From an optimization exercise on the open Yosys and OpenROAD flow, aimed at small area; shortcuts taken in it are not production practice.
RTL that was checked went through simulation tests only; none was proved equivalent to the original.

==> v32: inputs <==
// iir_biquad_axis
module iir_biquad_axis #(
    parameter integer C_S_AXI_DATA_WIDTH = 32,
    parameter integer C_S_AXI_ADDR_WIDTH = 5,
    parameter integer DATA_WIDTH         = 32    
)(
    input  wire aclk,
    input  wire aresetn,    
    input  wire [DATA_WIDTH-1:0] s_axis_tdata,
    input  wire                  s_axis_tvalid,
    output wire                  s_axis_tready,
    input  wire                  s_axis_tlast,
    output wire [DATA_WIDTH-1:0] m_axis_tdata,
    output reg                   m_axis_tvalid,
    input  wire                  m_axis_tready,
    output reg                   m_axis_tlast,
    input  wire [C_S_AXI_ADDR_WIDTH-1:0] s_axi_awaddr,
    input  wire                          s_axi_awvalid,
    output wire                          s_axi_awready,
    input  wire [C_S_AXI_DATA_WIDTH-1:0] s_axi_wdata,
    input  wire [C_S_AXI_DATA_WIDTH/8-1:0] s_axi_wstrb,
    input  wire                          s_axi_wvalid,
    output wire                          s_axi_wready,
    output wire [1:0]                    s_axi_bresp,
    output wire                          s_axi_bvalid,
    input  wire                          s_axi_bready,
    input  wire [C_S_AXI_ADDR_WIDTH-1:0] s_axi_araddr,
    input  wire                          s_axi_arvalid,
    output wire                          s_axi_arready,
    output wire [C_S_AXI_DATA_WIDTH-1:0] s_axi_rdata,
    output wire [1:0]                    s_axi_rresp,
    output wire                          s_axi_rvalid,
    input  wire                          s_axi_rready
);
==> flow/config.mk <==
export PLATFORM = sky130hd
export DESIGN_NAME = iir_biquad_axis
export DESIGN_NICKNAME = iir_biquad_axis
export VERILOG_FILES = /design/flow/design.v
export SDC_FILE = /design/flow/constraint.sdc
export NUM_CORES = 4
export LEC_CHECK = 0
export ABC_AREA = 1
export CAP_MARGIN = 5
export CORE_MARGIN = 2
export CORE_UTILIZATION = 40
export CTS_BUF_LIST = sky130_fd_sc_hd__clkbuf_4
export SLEW_MARGIN = 5
export SYNTH_HIERARCHICAL = 1
==> flow/constraint.sdc <==
create_clock -name core_clock -period 22.0 [get_ports {aclk}]
set_input_delay 4.4000 -clock core_clock [delete_from_list [all_inputs] [get_ports {aclk}]]
set_output_delay 4.4000 -clock core_clock [all_outputs]
set_load 0.01 [all_outputs]
standard.sh (not shown) runs the stock make flow with config.mk's settings and CLKGATE_MAP_FILE= SYNTH_SCRIPT=/design/flow/synth_recipe.tcl, a recipe that flattens the netlist after the stock synthesis.
==> flow/flow/run.sh <==
#!/bin/bash
# Layout flow: the standard flow, with the port buffers made from the
# smallest buffer cell (buf_1) instead of the resizer's default choice.
set -o pipefail
export BUFFER_PORTS_ARGS="-buffer_cell sky130_fd_sc_hd__buf_1"
bash standard.sh > standard.log 2>&1
==> v1: changes against v32 <==
--- a/flow/design.v
+++ b/flow/design.v
@@ -142,33 +142,32 @@
                 wire c1 = coefs[16*k + 2*i];
                 wire c0 = (i == 0) ? 1'b0 : coefs[16*k + 2*i - 1];
                 iir_benc u_enc (.c2(c2), .c1(c1), .c0(c0),
                                 .one_n(b_one_n[8*k + i]), .two_n(b_two_n[8*k + i]));
                 assign b_neg[8*k + i] = (k >= 3) ? ~c2 : c2;
             end
         end
     endgenerate
-    reg  [15:0] x1_l, x2_l, y2_l, y_l;
-    reg  [15:0] x1_r, x2_r, y2_r, y_r;
+    reg  [15:0] x1_l_n, x2_l_n, y2_l_n, y_l;
+    reg  [15:0] x1_r_n, x2_r_n, y2_r_n, y_r;
     wire [15:0] y1_l, y1_r, yn_l, yn_r;
     wire [33:0] acc_l, acc_r;
+    wire [15:0] xl_n = ~s_axis_tdata[31:16];
+    wire [15:0] xr_n = ~s_axis_tdata[15:0];
+    wire [15:0] y1_l_n = ~y1_l, y1_r_n = ~y1_r;
     always @(posedge aclk) begin
         if (core_reset) begin
-            x1_l <= 16'd0; x2_l <= 16'd0; y2_l <= 16'd0; y_l <= 16'd0;
-            x1_r <= 16'd0; x2_r <= 16'd0; y2_r <= 16'd0; y_r <= 16'd0;
+            x1_l_n <= 16'hffff; x2_l_n <= 16'hffff; y2_l_n <= 16'hffff; y_l <= 16'd0;
+            x1_r_n <= 16'hffff; x2_r_n <= 16'hffff; y2_r_n <= 16'hffff; y_r <= 16'd0;
         end else if (axis_fire) begin
-            x2_l <= x1_l; x1_l <= s_axis_tdata[31:16]; y2_l <= y1_l; y_l <= yn_l;
-            x2_r <= x1_r; x1_r <= s_axis_tdata[15:0];  y2_r <= y1_r; y_r <= yn_r;
+            x2_l_n <= x1_l_n; x1_l_n <= xl_n; y2_l_n <= y1_l_n; y_l <= yn_l;
+            x2_r_n <= x1_r_n; x1_r_n <= xr_n; y2_r_n <= y1_r_n; y_r <= yn_r;
         end
     end
-    wire [15:0] xl_n = ~s_axis_tdata[31:16];
-    wire [15:0] xr_n = ~s_axis_tdata[15:0];
-    wire [15:0] x1_l_n = ~x1_l, x2_l_n = ~x2_l, y1_l_n = ~y1_l, y2_l_n = ~y2_l;
-    wire [15:0] x1_r_n = ~x1_r, x2_r_n = ~x2_r, y1_r_n = ~y1_r, y2_r_n = ~y2_r;
     wire l_p1;
     wire l_p2;
     wire l_p3;
     wire l_p4;
     wire l_p5;
     wire l_p6;
     wire l_p7;
     wire l_p8;
==> flow/flow/run.sh (replaced) <==
#!/bin/bash
# Layout flow: the standard flow (standard.sh), with
#  - the port buffers made from the smallest buffer cell (buf_1);
#  - clock tree synthesis with sink clusters of up to 10 flip-flops and no
#    dummy loads.
set -o pipefail
export BUFFER_PORTS_ARGS="-buffer_cell sky130_fd_sc_hd__buf_1"
export CTS_ARGS="-sink_clustering_enable -repair_clock_nets -buf_list sky130_fd_sc_hd__clkbuf_8 -sink_clustering_size 10 -sink_clustering_max_diameter 60 -dont_use_dummy_load"
bash standard.sh > standard.log 2>&1
==> qor summary <==
	v32	v1
Met2 wire len	125000 µm	123000 µm
Result of the run	no timing/DRC/antenna violations	no timing/DRC/antenna violations
Proportion of cell area occupied by multi-input gates	74.8%	75.5%
Worst Hold End	axi_rdata[26]	axi_arready
Post-detailed-route wirelength per cell	36.3 µm	35.9 µm
Beginning of the worst hold path	reg_ctrl[26]	axi_arready
Post-synth top area share	41.7%	41.4%
Clock network area share	1.82%	1.04%
Final standard cell utilization of the core	42.8%	42.5%
Net total in the final layout	7815	7790
Largest stage delay on the critical path	0.61 ns	0.57 ns
Average size of a mapped cell	10.3 µm²	10.2 µm²
Initial cell density of the core	40.1%	40.3%
Only the layout flow was run in v32; the RTL was not checked for function there.

==> separate check: timing with driven ports <==
The results above use ideal ports. As a check the final layouts listed here were re-extracted and re-timed, cells and wires unchanged.
Step 1, drivers: a clkbuf_16 drives aclk and a buf_2 each remaining input, both assumed.
Step 2, shift: input delay + t, output delay - t, t = (earliest + latest rising clock arrival at the registers) / 2. This alone moves slack from input paths to output paths.
Slacks: ideal / step 1 / step 2; pairs: ideal / step 1.
run | shift t [ns] | setup slack, ns | worst data-port slew with drivers (ns)
v32 | 1.146 | 1.701 / 1.701 / 1.701 | 0.13
v1 | 0.804 | 1.838 / 1.838 / 1.838 | 0.22
After both steps every run listed still meets setup and hold.
